From an optimization exercise on the open Yosys and OpenROAD flow, aimed at small area and a short achievable clock period; shortcuts taken in it are not production practice.
In this exercise RTL edits were held to simulation tests only and were not proved equivalent to the original.
Power is estimated from default activity; no workload was simulated.

== birch ==
==> flow/design.v <==
`default_nettype none
module add32(
	input [31:0] i_a,
	input [31:0] i_b,
	output [31:0] o_sum
);
	wire [31:0] g [0:5];
	wire [31:0] p [0:5];
	assign g[0] = i_a & i_b;
	assign p[0] = i_a ^ i_b;
	genvar l, i;
	generate
		for (l = 0; l < 5; l = l + 1) begin : lvl
			for (i = 0; i < 32; i = i + 1) begin : bt
				if (i >= (1 << l)) begin : comb
					assign g[l + 1][i] = g[l][i] | (p[l][i] & g[l][i - (1 << l)]);
					assign p[l + 1][i] = p[l][i] & p[l][i - (1 << l)];
				end else begin : pass
					assign g[l + 1][i] = g[l][i];
					assign p[l + 1][i] = p[l][i];
				end
			end
		end
	endgenerate
	assign o_sum = p[0] ^ {g[5][30:0], 1'b0};
endmodule
module alu(
	input i_clk,
	input i_rst,
	input [1:0] i_input_op,
	input i_data_valid,
	input [31:0] i_data,
	input [1:0] i_output_op,
	input i_result_empty,
	output o_result_valid,
	output [4:0] o_result_flags,
	output [3:0] o_zero,
	output [127:0] o_vals
);
	reg [31:0] plus_r;
	reg [31:0] and_m;
	reg [31:0] or_v;
	reg [31:0] xor_v;
	reg [3:0] full;
	reg [31:0] plus_w;  
	wire [31:0] pend = plus_w;
	wire [31:0] plus_val;
	add32 plus_add (.i_a(plus_r), .i_b(pend), .o_sum(plus_val));
	wire [31:0] and_val = full[1] ? and_m : 32'b0;
	wire [3:0] wr = {4{i_data_valid}} & (4'b0001 << i_input_op);
	wire [3:0] rd = {4{i_result_empty}} & (4'b0001 << i_output_op);
	always @(posedge i_clk) begin
		if (i_rst) begin
			plus_r <= 32'b0;
			and_m <= 32'hFFFFFFFF;
			or_v <= 32'b0;
			xor_v <= 32'b0;
			full <= 4'b0;
			plus_w <= 32'b0;
		end else begin
			plus_w <= {32{wr[0]}} & i_data;
			if (rd[0] && !wr[0])
				plus_r <= 32'b0;
			else
				plus_r <= plus_val;
			if (wr[1])
				and_m <= and_m & i_data;
			else if (rd[1])
				and_m <= 32'hFFFFFFFF;
			if (wr[2])
				or_v <= or_v | i_data;
			else if (rd[2])
				or_v <= 32'b0;
			if (wr[3])
				xor_v <= xor_v ^ i_data;
			else if (rd[3])
				xor_v <= 32'b0;
			full <= (full | wr) & ~(rd & ~wr);
		end
	end
	wire [31:0] plus_x = plus_r ^ pend;
	wire [31:0] plus_o = plus_r | pend;
	wire plus_zero = ~|(plus_x ^ {plus_o[30:0], 1'b0});
	wire and_zero = ~|and_val;
	wire or_zero = ~|or_v;
	wire xor_zero = ~|xor_v;
	wire [2:0] plus_flags = {^plus_val, plus_zero, plus_val[31]};
	wire [2:0] and_flags = {^and_val, and_zero, and_val[31]};
	wire [2:0] or_flags = {^or_v, or_zero, or_v[31]};
	wire [2:0] xor_flags = {^xor_v, xor_zero, xor_v[31]};
	reg [2:0] flags;
	always @(*) begin
		case (i_output_op)
			2'd0: flags = plus_flags;
			2'd1: flags = and_flags;
			2'd2: flags = or_flags;
			default: flags = xor_flags;
		endcase
	end
	assign o_result_valid = full[i_output_op];
	assign o_result_flags = {flags[2:1], 1'b0, flags[0], 1'b0};
	assign o_vals = {xor_v, or_v, and_val, plus_val};
	assign o_zero = {xor_zero, or_zero, and_zero, plus_zero};
endmodule
`default_nettype none
module cpu(
	input i_clk,
	input i_rst,
	output [31:0] o_pc,
	input [39:0] i_instr,
	output [7:0] o_gpio
);
	reg [31:0] reg_pc;
	reg [2:0] reg_status;  
	reg [31:0] reg_rng;
	reg [3:0] ref_a;
	reg [3:0] ref_b;
	reg [3:0] ref_c;
	wire [5:0] reg_ref = {ref_c[2] | ref_c[3], ref_c[1] | ref_c[3],
		ref_b[2] | ref_b[3], ref_b[1] | ref_b[3],
		ref_a[2] | ref_a[3], ref_a[1] | ref_a[3]};
	wire [63:0] ref_sel;  
	genvar r;
	generate
		for (r = 0; r < 64; r = r + 1) begin : rsel
			assign ref_sel[r] = ref_a[r % 4] & ref_b[(r / 4) % 4] & ref_c[r / 16];
		end
	endgenerate
	reg [7:0] reg_gpio;
	assign o_pc = reg_pc;
	assign o_gpio = reg_gpio;
	wire t = i_instr[39];
	wire [31:0] lit = i_instr[37:6];
	wire [5:0] src = i_instr[11:6];
	wire [5:0] dst = i_instr[5:0];
	wire src_alu = t && src[5:2] == 4'b0001;
	wire src_rng = t && src == 6'd3;
	wire [31:0] source_value;
	wire [63:0] src_oh = {64{t}} & (64'd1 << src);
	reg [31:0] pend_val;
	reg pend_z;
	reg pend_g;         
	reg [4:0] pend_gi;  
	reg pend_d;         
	wire zero;
	always @(posedge i_clk) begin
		pend_val <= source_value;
		pend_z <= zero;
		pend_g <= !i_rst && dst[5];
		pend_gi <= dst[4:0];
		pend_d <= !i_rst && dst == 6'd11;
	end
	wire [31:0] pend_goh = {32{pend_g}} & (32'd1 << pend_gi);
	wire gpr_hit = t && src[5] && pend_g && src[4:0] == pend_gi;
	wire [31:0] gpr_sel = src_oh[63:32] & ~pend_goh;
	wire [31:0] gpr_we = pend_goh;
	wire [63:0] dm_we = {64{pend_d}} & ref_sel;
	wire [32*32-1:0] gpr_q;
	wire [31:0] gpr_z;  
	wire [32*64-1:0] dm_q;
	wire [63:0] dm_z;  
	genvar w;
	generate
		for (w = 0; w < 32; w = w + 1) begin : gpr
			reg [31:0] q;
			reg z;
			always @(posedge i_clk)
				if (gpr_we[w]) begin
					q <= pend_val;
					z <= pend_z;
				end
			assign gpr_q[32*w +: 32] = q;
			assign gpr_z[w] = z;
		end
		for (w = 0; w < 64; w = w + 1) begin : dm
			reg [31:0] q;
			reg z;
			always @(posedge i_clk)
				if (dm_we[w]) begin
					q <= pend_val;
					z <= pend_z;
				end
			assign dm_q[32*w +: 32] = q;
			assign dm_z[w] = z;
		end
	endgenerate
	reg [31:0] gpr_val;
	reg gpr_zero;
	reg [31:0] def_val;
	reg def_zero;
	integer i;
	always @(*) begin
		gpr_val = {32{gpr_hit}} & pend_val;
		gpr_zero = gpr_hit & pend_z;
		for (i = 0; i < 32; i = i + 1) begin
			gpr_val = gpr_val | ({32{gpr_sel[i]}} & gpr_q[32*i +: 32]);
			gpr_zero = gpr_zero | (gpr_sel[i] & gpr_z[i]);
		end
		def_val = 32'b0;
		def_zero = 1'b0;
		for (i = 0; i < 64; i = i + 1) begin
			def_val = def_val | ({32{ref_sel[i]}} & dm_q[32*i +: 32]);
			def_zero = def_zero | (ref_sel[i] & dm_z[i]);
		end
		if (pend_d) begin
			def_val = pend_val;
			def_zero = pend_z;
		end
	end
	wire alu_valid;
	wire [4:0] alu_flags;
	wire [3:0] alu_zero;
	wire [127:0] alu_vals;
	alu ALU (
		.i_clk(i_clk),
		.i_rst(i_rst),
		.i_input_op(dst[1:0]),
		.i_data_valid(dst[5:2] == 4'b0001),
		.i_data(source_value),
		.i_output_op(src_alu ? src[1:0] : 2'b00),
		.i_result_empty(src_alu),
		.o_result_valid(alu_valid),
		.o_result_flags(alu_flags),
		.o_zero(alu_zero),
		.o_vals(alu_vals)
	);
	wire [31:0] status_val = {27'b0, reg_status[2:1], 1'b0, reg_status[0], 1'b0};
	wire [31:0] spr_val =
		({32{src_oh[0]}} & reg_pc) |
		({32{src_oh[1]}} & status_val) |
		({32{src_oh[3]}} & reg_rng) |
		({32{src_oh[4]}} & alu_vals[31:0]) |
		({32{src_oh[5]}} & alu_vals[63:32]) |
		({32{src_oh[6]}} & alu_vals[95:64]) |
		({32{src_oh[7]}} & alu_vals[127:96]) |
		({32{src_oh[10]}} & {26'b0, reg_ref}) |
		({32{src_oh[11]}} & def_val) |
		({32{src_oh[13]}} & {24'b0, reg_gpio});
	wire spr_zero =
		(src_oh[0] & ~|reg_pc) |
		(src_oh[1] & ~|reg_status) |
		(src_oh[3] & ~|reg_rng) |
		(src_oh[4] & alu_zero[0]) |
		(src_oh[5] & alu_zero[1]) |
		(src_oh[6] & alu_zero[2]) |
		(src_oh[7] & alu_zero[3]) |
		(src_oh[10] & ref_a[0] & ref_b[0] & ref_c[0]) |
		(src_oh[11] & def_zero) |
		(src_oh[13] & ~|reg_gpio) |
		src_oh[2] | src_oh[8] | src_oh[9] | src_oh[12] | (|src_oh[31:14]);
	assign source_value = gpr_val | spr_val | ({32{!t}} & lit);
	assign zero = gpr_zero | spr_zero | (!t & ~|lit);
	wire [31:0] pc_carry;
	assign pc_carry[0] = 1'b1;
	genvar b;
	generate
		for (b = 1; b < 32; b = b + 1) begin : inc
			assign pc_carry[b] = &reg_pc[b-1:0];
		end
	endgenerate
	wire [31:0] pc1 = reg_pc ^ pc_carry;
	wire [31:1] hi_carry;
	assign hi_carry[1] = 1'b1;
	generate
		for (b = 2; b < 32; b = b + 1) begin : inc2
			assign hi_carry[b] = &reg_pc[b-1:1];
		end
	endgenerate
	wire [31:0] pc2 = {reg_pc[31:1] ^ hi_carry[31:1], reg_pc[0]};
	wire jmp = dst == 6'd0;
	wire [31:0] next_pc_z = jmp ? source_value : dst == 6'd8 ? pc2 : pc1;
	wire [31:0] next_pc_nz = jmp ? source_value : dst == 6'd9 ? pc2 : pc1;
	wire [31:0] next_pc = zero ? next_pc_z : next_pc_nz;
	wire rng_bit = ^(reg_rng & 32'h800007D8);
	always @(posedge i_clk) begin
		if (i_rst) begin
			reg_pc <= 32'b0;
			reg_status <= 3'b0;
			reg_rng <= 32'b0;
			ref_a <= 4'd1;
			ref_b <= 4'd1;
			ref_c <= 4'd1;
			reg_gpio <= 8'b0;
		end else begin
			reg_pc <= next_pc;
			if (alu_valid)
				reg_status <= {alu_flags[4:3], alu_flags[1]};
			if (src_rng)
				reg_rng <= {rng_bit, reg_rng[31:1]};
			else if (dst == 6'd3)
				reg_rng <= source_value;
			if (dst == 6'd10) begin
				ref_a <= 4'd1 << source_value[1:0];
				ref_b <= 4'd1 << source_value[3:2];
				ref_c <= 4'd1 << source_value[5:4];
			end
			if (dst == 6'd13)
				reg_gpio <= source_value[7:0];
		end
	end
endmodule
Settings: LEC_CHECK=0, ABC_CLOCK_PERIOD_IN_PS=3500, CAP_MARGIN=20, CORE_MARGIN=2, CORE_UTILIZATION=55, CTS_CLUSTER_DIAMETER=100, CTS_CLUSTER_SIZE=22, SETUP_SLACK_MARGIN=4.0, SLEW_MARGIN=20, TNS_END_PERCENT=0; clock period 7.5 ns.
run.sh (not shown) runs the stock make flow with config.mk's settings and CLKGATE_MAP_FILE= SYNTH_SCRIPT=/design/flow/synth_recipe.tcl, a recipe that flattens the netlist after the stock synthesis.
Relative to birch, the following input files were edited for cedar:
-- flow/design.v --
<<< birch, line 114
	reg [2:0] reg_status;  
	reg [31:0] reg_rng;
	reg [3:0] ref_a;
	reg [3:0] ref_b;
	reg [3:0] ref_c;
	wire [5:0] reg_ref = {ref_c[2] | ref_c[3], ref_c[1] | ref_c[3],
		ref_b[2] | ref_b[3], ref_b[1] | ref_b[3],
		ref_a[2] | ref_a[3], ref_a[1] | ref_a[3]};
	wire [63:0] ref_sel;  
	genvar r;
	generate
		for (r = 0; r < 64; r = r + 1) begin : rsel
			assign ref_sel[r] = ref_a[r % 4] & ref_b[(r / 4) % 4] & ref_c[r / 16];
		end
	endgenerate
	reg [7:0] reg_gpio;
	assign o_pc = reg_pc;
>>> cedar, line 114
	reg [2:0] reg_status;  
	reg [31:0] reg_rng;
	reg [5:0] reg_ref;
	reg [63:0] ref_sel;  
	reg [7:0] reg_gpio;
	assign o_pc = reg_pc;
<<< birch, line 245
		(src_oh[6] & alu_zero[2]) |
		(src_oh[7] & alu_zero[3]) |
		(src_oh[10] & ref_a[0] & ref_b[0] & ref_c[0]) |
		(src_oh[11] & def_zero) |
		(src_oh[13] & ~|reg_gpio) |
>>> cedar, line 234
		(src_oh[6] & alu_zero[2]) |
		(src_oh[7] & alu_zero[3]) |
		(src_oh[10] & ~|reg_ref) |
		(src_oh[11] & def_zero) |
		(src_oh[13] & ~|reg_gpio) |
<<< birch, line 278
			reg_status <= 3'b0;
			reg_rng <= 32'b0;
			ref_a <= 4'd1;
			ref_b <= 4'd1;
			ref_c <= 4'd1;
			reg_gpio <= 8'b0;
		end else begin
>>> cedar, line 267
			reg_status <= 3'b0;
			reg_rng <= 32'b0;
			reg_ref <= 6'b0;
			ref_sel <= 64'd1;
			reg_gpio <= 8'b0;
		end else begin
<<< birch, line 291
				reg_rng <= source_value;
			if (dst == 6'd10) begin
				ref_a <= 4'd1 << source_value[1:0];
				ref_b <= 4'd1 << source_value[3:2];
				ref_c <= 4'd1 << source_value[5:4];
			end
			if (dst == 6'd13)
>>> cedar, line 279
				reg_rng <= source_value;
			if (dst == 6'd10) begin
				reg_ref <= source_value[5:0];
				ref_sel <= 64'd1 << source_value[5:0];
			end
			if (dst == 6'd13)
Findings:
- Number of rows in the core area: cedar and birch compared, lower one is birch
- Sequential cell count: cedar and birch compared, lower one is birch
- cedar against birch; met2 wirelength from detailed routing is down by a few percent.
- Global-route usage was lower in birch than in cedar.
- Row clock network fraction of design power: cedar higher / birch lower

==> afterwards: timing with drivers on the ports <==
The flow's constraints put no driver on any port. The routed layouts listed below were extracted and timed again, unchanged, in two steps.
Step 1 sets driving cells, clkbuf_16 on the clock port and buf_2 on the other inputs (assumed; they add their load-dependent delay and slew).
Step 2 adds t to the input delays and takes it off the output delays; t is the mean of the earliest and latest rising clock arrival at the registers after step 1. Input paths then give back, and output paths get back, about the clock's delay inside the block.
a / b / c = no drivers / after step 1 / after step 2; a / b = the first two.
| run | t (ns) | slack for setup (ns) | worst setup path after step 2 | worst register clock-pin slew, ns | worst data-port slew with drivers (ns) |
|---|---|---|---|---|---|
| birch | 0.972 | 2.767 / 2.767 / 1.880 | input to register | 0.10 / 0.10 | 0.05 |
| cedar | 1.010 | 2.970 / 2.970 / 2.071 | input to register | 0.11 / 0.11 | 0.08 |
After both steps every run listed still meets setup and hold. The setup slack of cedar, which loses most, moves by 0.000 ns with the drivers and by -0.899 ns with both steps.
